Source: an optimization exercise on an open RTL-to-GDS flow (aim: small area). Production flows keep margins and buffers that such runs may drop.
The RTL was checked by simulation tests, not by an equivalence proof against the original design.
The clock port is modelled as an ideal driver, which makes a skipped or thinned clock tree look cheaper than it is; a real chip needs a root buffer or a tree.
Power and IR drop assume default switching activity.

==> run P <==
==> flow/design.v <==
`timescale 1ns / 1ps
module Simon(
    output [3:0]    an,
    output [6:0]    seg,
    output [15:0]   led,
    input  [3:0]    sw,
    input           clk,
    input           btnR,      
    input           btnL,      
    input           btnC       
    );
localparam [10:0] LSEED = 11'h55f;
wire        rst_n = sw[3];
reg  [1:0]  state;
reg  [2:0]  round;
reg  [2:0]  count;
reg  [7:0]  ran_n;       
reg  [7:0]  seq_n;       
reg  [10:0] t;
reg  [10:0] lf;          
reg         s1, s2, dly;
reg         s1l, s2l, q;
reg         dbr, dbl;
wire        st0 = (state == 2'd0);
wire        st1 = (state == 2'd1);
wire        st2 = (state == 2'd2);
wire        st3 = (state == 2'd3);
wire [3:0]  xh = {s2l, s1l, s2, s1};    
wire        tc = &t;                     
wire        cp = dly & ~q;       
wire        rp = dly & ~dbr;     
wire        lp = q & ~dbl;       
wire [2:0]  bsel   = state[1] ? count : xh[2:0];
wire        bitn   = seq_n[bsel];      
wire        wrong  = (rp & bitn) | (lp & ~bitn);
wire        anyp   = rp | lp;
wire        last   = (count == round);
wire [3:0]  rp1    = {1'b0, round} + 4'd1;
wire        done   = (xh == rp1);
wire        finish = ~xh[3] & ~xh[2] & xh[1] & xh[0] & tc;
reg  [1:0]  nstate;
always @* begin
    case (state)
        2'd0: nstate = cp ? 2'd1 : 2'd0;
        2'd1: nstate = done ? 2'd2 : 2'd1;
        2'd2: nstate = wrong ? 2'd3 :
                       (!anyp || !last) ? 2'd2 :
                       (round == 3'd7) ? 2'd3 : 2'd1;
        default: nstate = finish ? 2'd0 : 2'd3;
    endcase
end
wire        chg  = ~rst_n | (nstate != state);
wire        fill = rst_n & ~state[0];           
wire        run  = ~chg & ~state[0];            
wire        clr1 = ~state[0] & (s1 ^ s2);
wire        clrl = ~st2 | chg | (s1l ^ s2l);
wire [3:0]  xh_inc = xh + {3'd0, tc};
always @(posedge clk) begin
    if (chg)        t <= {11{fill}};
    else if (clr1)  t <= 11'd0;
    else            t <= t + 11'd1;
    if (clrl)       lf <= LSEED;
    else            lf <= {lf[9:0], ~(lf[10] ^ lf[8])};
    if (chg) begin
        s1  <= fill;
        s2  <= fill;
        s1l <= fill;
        s2l <= fill;
    end else if (state[0]) begin
        {s2l, s1l, s2, s1} <= xh_inc;
    end else begin
        s1  <= state[1] ? btnR : btnC;
        s2  <= s1;
        s1l <= btnL;
        s2l <= s1l;
    end
    dly <= run & (state[1] ? dbr : q);
    q   <= rst_n & (st0 ? (t[10] ? s2 : q) :
                    st2 ? (chg ? ~wrong : dbl) :
                    st3 & ~chg & q);
    dbr <= rst_n & ((st2 & t[10]) ? s2 : dbr);
    dbl <= rst_n & ((st2 & (lf == 11'd0)) ? s2l : dbl);
    if (!rst_n) begin
        ran_n   <= 8'hff;
        seq_n   <= 8'hff;
        state   <= 2'd0;
        round   <= 3'd0;
        count   <= 3'd0;
    end else begin
        ran_n   <= ran_n - 8'd1;
        if (st0 & ~cp)
            seq_n <= ran_n;
        state   <= nstate;
        case (state)
            2'd0: begin
                round <= 3'd0;
                count <= 3'd0;
            end
            2'd1: count <= 3'd0;
            2'd2: if (anyp & ~wrong) begin
                if (last) begin
                    if (!rp1[3]) round <= rp1[2:0];
                end else
                    count <= count + 3'd1;
            end
            default: ;
        endcase
    end
end
wire        lit = st1 & t[10] & ~xh[3];
wire        act = st3 & ~xh[3] & ~xh[2] & ~(xh[1] & xh[0] & tc);
wire        res = q;
reg  [3:0]  an_d;
reg  [6:0]  seg_d;
always @* begin
    case (t[7:6])
        2'b00: begin an_d = 4'b0111; seg_d = res ? 7'b0011001 : 7'b1000111; end
        2'b01: begin an_d = 4'b1011; seg_d = res ? 7'b0000110 : 7'b1000000; end
        2'b10: begin an_d = 4'b1101; seg_d = res ? 7'b0001000 : 7'b0010010; end
        default: begin an_d = 4'b1110; seg_d = res ? 7'b0001001 : 7'b0000110; end
    endcase
end
assign an         = act ? an_d : 4'b1111;
assign seg        = act ? seg_d : 7'b1111111;
assign led[15:8]  = sw[0] ? ~seq_n : 8'd0;
assign led[7:6]   = sw[1] ? state : 2'd0;
assign led[5:4]   = {lit & bitn, lit & ~bitn};
assign led[3]     = 1'b0;
assign led[2:0]   = sw[2] ? round : count;
endmodule
==> flow/flow/run.sh <==
#!/bin/bash
# Own layout flow: the standard layout (standard.sh) with three changes:
#  1. synthesis maps the logic with an area-oriented ABC script (flow/abc.script,
#     run with several &deepsyn seeds by flow/best_abc.tcl, which keeps the
#     smallest result) instead of ORFS's speed script, and leaves adders to ABC too
#     (ADDER_MAP_FILE empty, so no half/full adder cells are extracted
#     first); everything else in the synthesis (synth_recipe.tcl, ORFS
#     synth.tcl) is unchanged, so registers keep their
#     names and cell types;
#  2. ports are buffered with sky130_fd_sc_hd__buf_1;
#  3. clock tree synthesis inserts no dummy loads, or, when flow/one_clk_buf
#     names a buffer cell, flow/cts_hook.tcl replaces the clock tree with
#     a few such buffers (flow/one_clk_n of them, default 2), each driving
#     the clock pins of one cluster of registers.
# Each tool's output goes to a log file of its own in this folder.
set -euo pipefail
W=$(pwd)
F=$W/flow

sed 's#log_cmd abc {\*}$abc_args#source '"$F"'/best_abc.tcl; best_abc $lib_args $lib_dont_use_args#' \
    "$FLOW_HOME/scripts/synth.tcl" > "$W/area_synth.tcl"
grep -q "$F/best_abc.tcl" "$W/area_synth.tcl"
export ABC_SCRIPT_TEMPLATE="$F/abc.script"
export ABC_SEEDS="0 1 2 3 4 5"
sed "s#source \$::env(SCRIPTS_DIR)/synth.tcl#source $W/area_synth.tcl#" \
    "$W/synth_recipe.tcl" > "$W/area_synth_recipe.tcl"
grep -q "source $W/area_synth.tcl" "$W/area_synth_recipe.tcl"

sed -E "s#SYNTH_SCRIPT=[^ ']*synth_recipe.tcl#SYNTH_SCRIPT=$W/area_synth_recipe.tcl ADDER_MAP_FILE=#" \
    "$W/standard.sh" > "$W/area_standard.sh"
grep -q "SYNTH_SCRIPT=$W/area_synth_recipe.tcl" "$W/area_standard.sh"

export BUFFER_PORTS_ARGS="-buffer_cell sky130_fd_sc_hd__buf_1"
CTS="-sink_clustering_enable -repair_clock_nets -dont_use_dummy_load"
if [[ -f "$F/cts_args" ]]; then CTS="$CTS $(cat "$F/cts_args")"; fi
export CTS_ARGS="$CTS"
if [[ -f "$F/one_clk_buf" ]]; then
  export PRE_CTS_TCL="$F/cts_hook.tcl"
  export ONE_CLK_NET=clk
  export ONE_CLK_BUF="$(cat "$F/one_clk_buf")"
  export ONE_CLK_N=2
  if [[ -f "$F/one_clk_n" ]]; then ONE_CLK_N="$(cat "$F/one_clk_n")"; fi
fi

bash "$W/area_standard.sh" > "$W/flow_make.log" 2>&1 || { tail -50 "$W/flow_make.log"; exit 1; }
tail -5 "$W/flow_make.log"
# copy each ORFS step log beside this script's log
mkdir -p "$W/flow_logs"
cp -r "$W"/orfs/logs/* "$W/flow_logs/" 2>/dev/null || true
test -f "$W/out/final.def"
==> flow/flow/abc.script <==
strash
&get -n
&deepsyn -T 20 -S SEED
&put
dch -f
amap
strash
dch -f
amap
topo
==> flow/flow/best_abc.tcl <==
# Sourced by the flow's copy of ORFS's synth.tcl in place of its single abc
# call. Maps the logic once per seed in ABC_SEEDS, with flow/abc.script and
# that seed for &deepsyn, and keeps the mapping with the smallest cell area.
# Only the combinational logic differs between the tries; the registers are
# mapped before this and are the same in each.
proc best_abc { lib_args lib_dont_use_args } {
  design -save best_abc_pre
  set best -1
  foreach seed $::env(ABC_SEEDS) {
    design -load best_abc_pre
    set script $::env(RESULTS_DIR)/abc_seed_$seed.script
    set fi [open $::env(ABC_SCRIPT_TEMPLATE) r]
    set text [string map [list SEED $seed] [read $fi]]
    close $fi
    set fo [open $script w]
    puts -nonewline $fo $text
    close $fo
    abc -script $script {*}$lib_args {*}$lib_dont_use_args
    set s [tee -q -s result.string stat {*}$lib_args]
    if { ![regexp {Chip area for module '[^']*': ([0-9.]+)} $s -> area] } {
      error "best_abc: no area in stat output"
    }
    puts "best_abc: seed $seed area $area"
    if { $best < 0 || $area < $best } {
      set best $area
      set best_seed $seed
      design -save best_abc_best
    }
  }
  design -load best_abc_best
  puts "best_abc: kept seed $best_seed area $best"
}
==> flow/flow/cts_hook.tcl <==
# Sourced by ORFS's cts.tcl (PRE_CTS_TCL) just before it calls
# clock_tree_synthesis. The design has few registers, so instead of a
# buffer tree the clock port drives ONE_CLK_N clock buffers (ONE_CLK_BUF),
# each placed at the centre of a cluster of registers (k-means on the
# placed register positions) and driving the clock pins of that cluster.
# The rest of cts.tcl (legalisation, timing repair, outputs) runs unchanged.
proc clock_tree_synthesis { args } {
  set db [ord::get_db]
  set block [ord::get_db_block]
  set clk [$block findNet $::env(ONE_CLK_NET)]
  set master [$db findMaster $::env(ONE_CLK_BUF)]
  set k $::env(ONE_CLK_N)
  set sinks {}
  foreach it [$clk getITerms] {
    set bb [[$it getInst] getBBox]
    lappend sinks [list $it [expr { ([$bb xMin] + [$bb xMax]) / 2.0 }] \
      [expr { ([$bb yMin] + [$bb yMax]) / 2.0 }]]
  }
  set n [llength $sinks]
  # initial centres: sinks spread along x
  set sorted [lsort -real -index 1 $sinks]
  set cx {}
  set cy {}
  for { set c 0 } { $c < $k } { incr c } {
    set s [lindex $sorted [expr { int(($c + 0.5) * $n / $k) }]]
    lappend cx [lindex $s 1]
    lappend cy [lindex $s 2]
  }
  for { set iter 0 } { $iter < 20 } { incr iter } {
    set assign {}
    foreach s $sinks {
      set best 0
      set bd 1e30
      for { set c 0 } { $c < $k } { incr c } {
        set d [expr { abs([lindex $s 1] - [lindex $cx $c]) + abs([lindex $s 2] - [lindex $cy $c]) }]
        if { $d < $bd } {
          set bd $d
          set best $c
        }
      }
      lappend assign $best
    }
    for { set c 0 } { $c < $k } { incr c } {
      set sx 0.0
      set sy 0.0
      set m 0
      foreach s $sinks a $assign {
        if { $a == $c } {
          set sx [expr { $sx + [lindex $s 1] }]
          set sy [expr { $sy + [lindex $s 2] }]
          incr m
        }
      }
      if { $m > 0 } {
        lset cx $c [expr { $sx / $m }]
        lset cy $c [expr { $sy / $m }]
      }
    }
  }
  for { set c 0 } { $c < $k } { incr c } {
    set buf [odb::dbInst_create $block $master clkbuf_${c}_clk]
    set net [odb::dbNet_create $block clknet_${c}_clk]
    $net setSigType CLOCK
    set m 0
    foreach s $sinks a $assign {
      if { $a == $c } {
        set it [lindex $s 0]
        $it disconnect
        $it connect $net
        incr m
      }
    }
    [$buf findITerm A] connect $clk
    [$buf findITerm X] connect $net
    $buf setLocation [expr { int([lindex $cx $c]) }] [expr { int([lindex $cy $c]) }]
    $buf setPlacementStatus PLACED
    puts "clock buffer clkbuf_${c}_clk ($::env(ONE_CLK_BUF)) drives $m clock pins"
  }
  set_propagated_clock [all_clocks]
}
==> flow/flow/one_clk_buf <==
sky130_fd_sc_hd__buf_12
==> flow/flow/one_clk_n <==
2
==> flow/standard.sh <==
#!/bin/bash
# synth_recipe.tcl (not shown) runs the flow's synth.tcl, then flattens the netlist and writes it again
# the make line also repeats each setting of config.mk as NAME=value (left out here)
make -C /OpenROAD-flow-scripts/flow DESIGN_CONFIG=/design/flow/config.mk WORK_HOME=/design/flow/orfs CLKGATE_MAP_FILE= SYNTH_SCRIPT=/design/flow/synth_recipe.tcl "${@:-finish}"
==> flow/config.mk <==
export PLATFORM = sky130hd
export DESIGN_NAME = Simon
export DESIGN_NICKNAME = Simon
export VERILOG_FILES = /design/flow/design.v
export SDC_FILE = /design/flow/constraint.sdc
export NUM_CORES = 4
export LEC_CHECK = 0
export CAP_MARGIN = 20
export CORE_MARGIN = 2
export CORE_UTILIZATION = 70
export SLEW_MARGIN = 20
==> flow/constraint.sdc <==
create_clock -name core_clock -period 10.0 [get_ports {clk}]
set_input_delay 2.0000 -clock core_clock [delete_from_list [all_inputs] [get_ports {clk}]]
set_output_delay 2.0000 -clock core_clock [all_outputs]
set_load 0.01 [all_outputs]
==> inputs of run D, as changes to run P <==
--- a/flow/design.v
+++ b/flow/design.v
@@ -9,7 +9,7 @@
     input           btnL,      
     input           btnC       
     );
-localparam [10:0] LSEED = 11'h55f;
+localparam [10:0] LHIT = 11'h2bf;
 wire        rst_n = sw[3];
 reg  [1:0]  state;
 reg  [2:0]  round;
@@ -59,7 +59,7 @@
     if (chg)        t <= {11{fill}};
     else if (clr1)  t <= 11'd0;
     else            t <= t + 11'd1;
-    if (clrl)       lf <= LSEED;
+    if (clrl)       lf <= 11'd0;
     else            lf <= {lf[9:0], ~(lf[10] ^ lf[8])};
     if (chg) begin
         s1  <= fill;
@@ -79,7 +79,7 @@
                     st2 ? (chg ? ~wrong : dbl) :
                     st3 & ~chg & q);
     dbr <= rst_n & ((st2 & t[10]) ? s2 : dbr);
-    dbl <= rst_n & ((st2 & (lf == 11'd0)) ? s2l : dbl);
+    dbl <= rst_n & ((st2 & (lf == LHIT)) ? s2l : dbl);
     if (!rst_n) begin
         ran_n   <= 8'hff;
         seq_n   <= 8'hff;
--- a/flow/flow/run.sh
+++ b/flow/flow/run.sh
@@ -1,8 +1,7 @@
 #!/bin/bash
 # Own layout flow: the standard layout (standard.sh) with three changes:
-#  1. synthesis maps the logic with an area-oriented ABC script (flow/abc.script,
-#     run with several &deepsyn seeds by flow/best_abc.tcl, which keeps the
-#     smallest result) instead of ORFS's speed script, and leaves adders to ABC too
+#  1. synthesis maps the logic with an area-oriented ABC script (flow/abc.script)
+#     instead of ORFS's speed script, and leaves adders to ABC too
 #     (ADDER_MAP_FILE empty, so no half/full adder cells are extracted
 #     first); everything else in the synthesis (synth_recipe.tcl, ORFS
 #     synth.tcl) is unchanged, so registers keep their
@@ -17,11 +16,9 @@
 W=$(pwd)
 F=$W/flow
 
-sed 's#log_cmd abc {\*}$abc_args#source '"$F"'/best_abc.tcl; best_abc $lib_args $lib_dont_use_args#' \
+sed 's#log_cmd abc {\*}$abc_args#log_cmd abc -script '"$F"'/abc.script {*}$lib_args {*}$lib_dont_use_args#' \
     "$FLOW_HOME/scripts/synth.tcl" > "$W/area_synth.tcl"
-grep -q "$F/best_abc.tcl" "$W/area_synth.tcl"
-export ABC_SCRIPT_TEMPLATE="$F/abc.script"
-export ABC_SEEDS="0 1 2 3 4 5"
+grep -q "$F/abc.script" "$W/area_synth.tcl"
 sed "s#source \$::env(SCRIPTS_DIR)/synth.tcl#source $W/area_synth.tcl#" \
     "$W/synth_recipe.tcl" > "$W/area_synth_recipe.tcl"
 grep -q "source $W/area_synth.tcl" "$W/area_synth_recipe.tcl"
==> flow/flow/abc.script (replaced) <==
strash
&get -n
&deepsyn -T 20
&put
dch -f
amap
strash
dch -f
amap
topo
removed: flow/flow/best_abc.tcl
==> inputs of run B, as changes to run P <==
==> flow/design.v (replaced) <==
`timescale 1ns / 1ps
module Simon(
    output [3:0]    an,
    output [6:0]    seg,
    output [15:0]   led,
    input  [3:0]    sw,
    input           clk,
    input           btnR,      
    input           btnL,      
    input           btnC       
    );
wire        rst_n = sw[3];
reg  [1:0]  state;
reg  [2:0]  round;
reg  [2:0]  count;
reg  [7:0]  ran_n;       
reg  [7:0]  seq_n;       
reg  [10:0] t;
reg  [10:0] t2;
reg         s1, s2, dly;
reg         s1l, s2l, q;
reg         dbr, dbl;
wire        st0 = (state == 2'd0);
wire        st1 = (state == 2'd1);
wire        st2 = (state == 2'd2);
wire        st3 = (state == 2'd3);
wire [14:0] x = {t2[3:0], t};
wire        cp = dly & ~q;       
wire        rp = dly & ~dbr;     
wire        lp = q & ~dbl;       
wire [2:0]  bsel   = state[1] ? count : x[13:11];
wire        bitn   = seq_n[bsel];      
wire        wrong  = (rp & bitn) | (lp & ~bitn);
wire        anyp   = rp | lp;
wire        last   = (count == round);
wire        done   = (x[14:11] == {1'b0, round} + 4'd1);
wire        finish = ~x[14] & ~x[13] & (&x[12:0]);
reg  [1:0]  nstate;
always @* begin
    case (state)
        2'd0: nstate = cp ? 2'd1 : 2'd0;
        2'd1: nstate = done ? 2'd2 : 2'd1;
        2'd2: nstate = wrong ? 2'd3 :
                       (!anyp || !last) ? 2'd2 :
                       (round == 3'd7) ? 2'd3 : 2'd1;
        default: nstate = finish ? 2'd0 : 2'd3;
    endcase
end
wire        chg  = ~rst_n | (nstate != state);
wire        fill = rst_n & ~state[0];           
wire        run  = ~chg & ~state[0];            
wire        clr1 = ~state[0] & (s1 ^ s2);
wire        inc2 = ~state[0] | (&t);
wire        clr2 = ~state[0] & (s1l ^ s2l);
always @(posedge clk) begin
    if (chg)        t <= {11{fill}};
    else if (clr1)  t <= 11'd0;
    else            t <= t + 11'd1;
    if (chg)        t2 <= {~state[0] & ~wrong, 6'd0, {4{~state[0]}}};
    else if (clr2)  t2 <= 11'd0;
    else            t2 <= t2 + inc2;
    s1  <= run & (state[1] ? btnR : btnC);
    s2  <= run & s1;
    dly <= run & (state[1] ? dbr : q);
    s1l <= run & btnL;
    s2l <= run & s1l;
    q   <= rst_n & (st2 ? (run & dbl) : st0 ? (t[10] ? s2 : q) : 1'b0);
    dbr <= rst_n & ((st2 & t[10]) ? s2 : dbr);
    dbl <= rst_n & ((st2 & t2[10]) ? s2l : dbl);
    if (!rst_n) begin
        ran_n   <= 8'hff;
        seq_n   <= 8'hff;
        state   <= 2'd0;
        round   <= 3'd0;
        count   <= 3'd0;
    end else begin
        ran_n   <= ran_n - 8'd1;
        if (st0 & ~cp)
            seq_n <= ran_n;
        state   <= nstate;
        case (state)
            2'd0: begin
                round <= 3'd0;
                count <= 3'd0;
            end
            2'd1: count <= 3'd0;
            2'd2: if (anyp & ~wrong) begin
                if (last) begin
                    if (round != 3'd7) round <= round + 3'd1;
                end else
                    count <= count + 3'd1;
            end
            default: ;
        endcase
    end
end
wire        lit = st1 & x[10] & ~x[14];
wire        act = st3 & ~x[14] & ~x[13] & ~(&x[12:0]);
wire        res = t2[10];
reg  [3:0]  an_d;
reg  [6:0]  seg_d;
always @* begin
    case (x[7:6])
        2'b00: begin an_d = 4'b0111; seg_d = res ? 7'b0011001 : 7'b1000111; end
        2'b01: begin an_d = 4'b1011; seg_d = res ? 7'b0000110 : 7'b1000000; end
        2'b10: begin an_d = 4'b1101; seg_d = res ? 7'b0001000 : 7'b0010010; end
        default: begin an_d = 4'b1110; seg_d = res ? 7'b0001001 : 7'b0000110; end
    endcase
end
assign an         = act ? an_d : 4'b1111;
assign seg        = act ? seg_d : 7'b1111111;
assign led[15:8]  = sw[0] ? ~seq_n : 8'd0;
assign led[7:6]   = sw[1] ? state : 2'd0;
assign led[5:4]   = {lit & bitn, lit & ~bitn};
assign led[3]     = 1'b0;
assign led[2:0]   = sw[2] ? round : count;
endmodule
--- a/flow/flow/run.sh
+++ b/flow/flow/run.sh
@@ -1,8 +1,7 @@
 #!/bin/bash
 # Own layout flow: the standard layout (standard.sh) with three changes:
-#  1. synthesis maps the logic with an area-oriented ABC script (flow/abc.script,
-#     run with several &deepsyn seeds by flow/best_abc.tcl, which keeps the
-#     smallest result) instead of ORFS's speed script, and leaves adders to ABC too
+#  1. synthesis maps the logic with an area-oriented ABC script (flow/abc.script)
+#     instead of ORFS's speed script, and leaves adders to ABC too
 #     (ADDER_MAP_FILE empty, so no half/full adder cells are extracted
 #     first); everything else in the synthesis (synth_recipe.tcl, ORFS
 #     synth.tcl) is unchanged, so registers keep their
@@ -17,11 +16,9 @@
 W=$(pwd)
 F=$W/flow
 
-sed 's#log_cmd abc {\*}$abc_args#source '"$F"'/best_abc.tcl; best_abc $lib_args $lib_dont_use_args#' \
+sed 's#log_cmd abc {\*}$abc_args#log_cmd abc -script '"$F"'/abc.script {*}$lib_args {*}$lib_dont_use_args#' \
     "$FLOW_HOME/scripts/synth.tcl" > "$W/area_synth.tcl"
-grep -q "$F/best_abc.tcl" "$W/area_synth.tcl"
-export ABC_SCRIPT_TEMPLATE="$F/abc.script"
-export ABC_SEEDS="0 1 2 3 4 5"
+grep -q "$F/abc.script" "$W/area_synth.tcl"
 sed "s#source \$::env(SCRIPTS_DIR)/synth.tcl#source $W/area_synth.tcl#" \
     "$W/synth_recipe.tcl" > "$W/area_synth_recipe.tcl"
 grep -q "source $W/area_synth.tcl" "$W/area_synth_recipe.tcl"
==> flow/flow/abc.script (replaced) <==
strash
&get -n
&deepsyn -T 20
&put
&get -n
&st
&dch -f
&nf -a -R 1000
&put
topo
==> flow/flow/one_clk_buf (replaced) <==
sky130_fd_sc_hd__clkbuf_16
removed: flow/flow/best_abc.tcl
removed: flow/flow/one_clk_n
==> summary of the runs <==
Between run P and run B, the lower clock skew is in run B (gap 12 ps). Of run P and run D, run D has the higher worst setup slack (gap 53 ps). In clock power, run D and run P hardly differ. In run P the sequential power is higher than in run B, by about 4%. Run B passed the timing, design-rule and antenna checks. Run P completed with no timing, DRC or antenna violations. Run D passed the timing, design-rule and antenna checks. The highest global-route usage belongs to run P, the lowest to run B. First-iteration DRC count: run D > run P > run B. Combinational power, lowest first: run B, run P, run D. Power, highest first: run D, run P, run B. Against run P, the critical path depth of run B is lower by 12. The lowest synthesized cell count belongs to run B, the highest to run D. The highest utilization belongs to run P, the lowest to run B.
In every run of this note, the design's own scripts or RTL, not TritonCTS, make the clock network.

port drivers added, routing unchanged:
The results above use ideal ports. As a check the final layouts listed here were re-extracted and re-timed, cells and wires unchanged.
Step 1: set_driving_cell puts a clkbuf_16 on clk and a buf_2 on each other input, an assumption about the parent block.
Step 2 times the ports against the registers' clock, not the clock port: input delays grow and output delays shrink by t, the midpoint of the rising clock arrivals with the driver on.
Slacks: no drivers / after step 1 / after step 2; pairs: no drivers / after step 1.
run	t (ns)	slack for setup (ns)	worst hold slack (ns)
run P	0.181	4.819 / 4.768 / 4.949	0.434 / 0.434 / 0.434
run D	0.181	4.872 / 4.821 / 5.003	0.430 / 0.430 / 0.430
run B	0.206	5.208 / 5.160 / 5.315	0.452 / 0.452 / 0.452
After both steps every run listed still meets setup and hold.
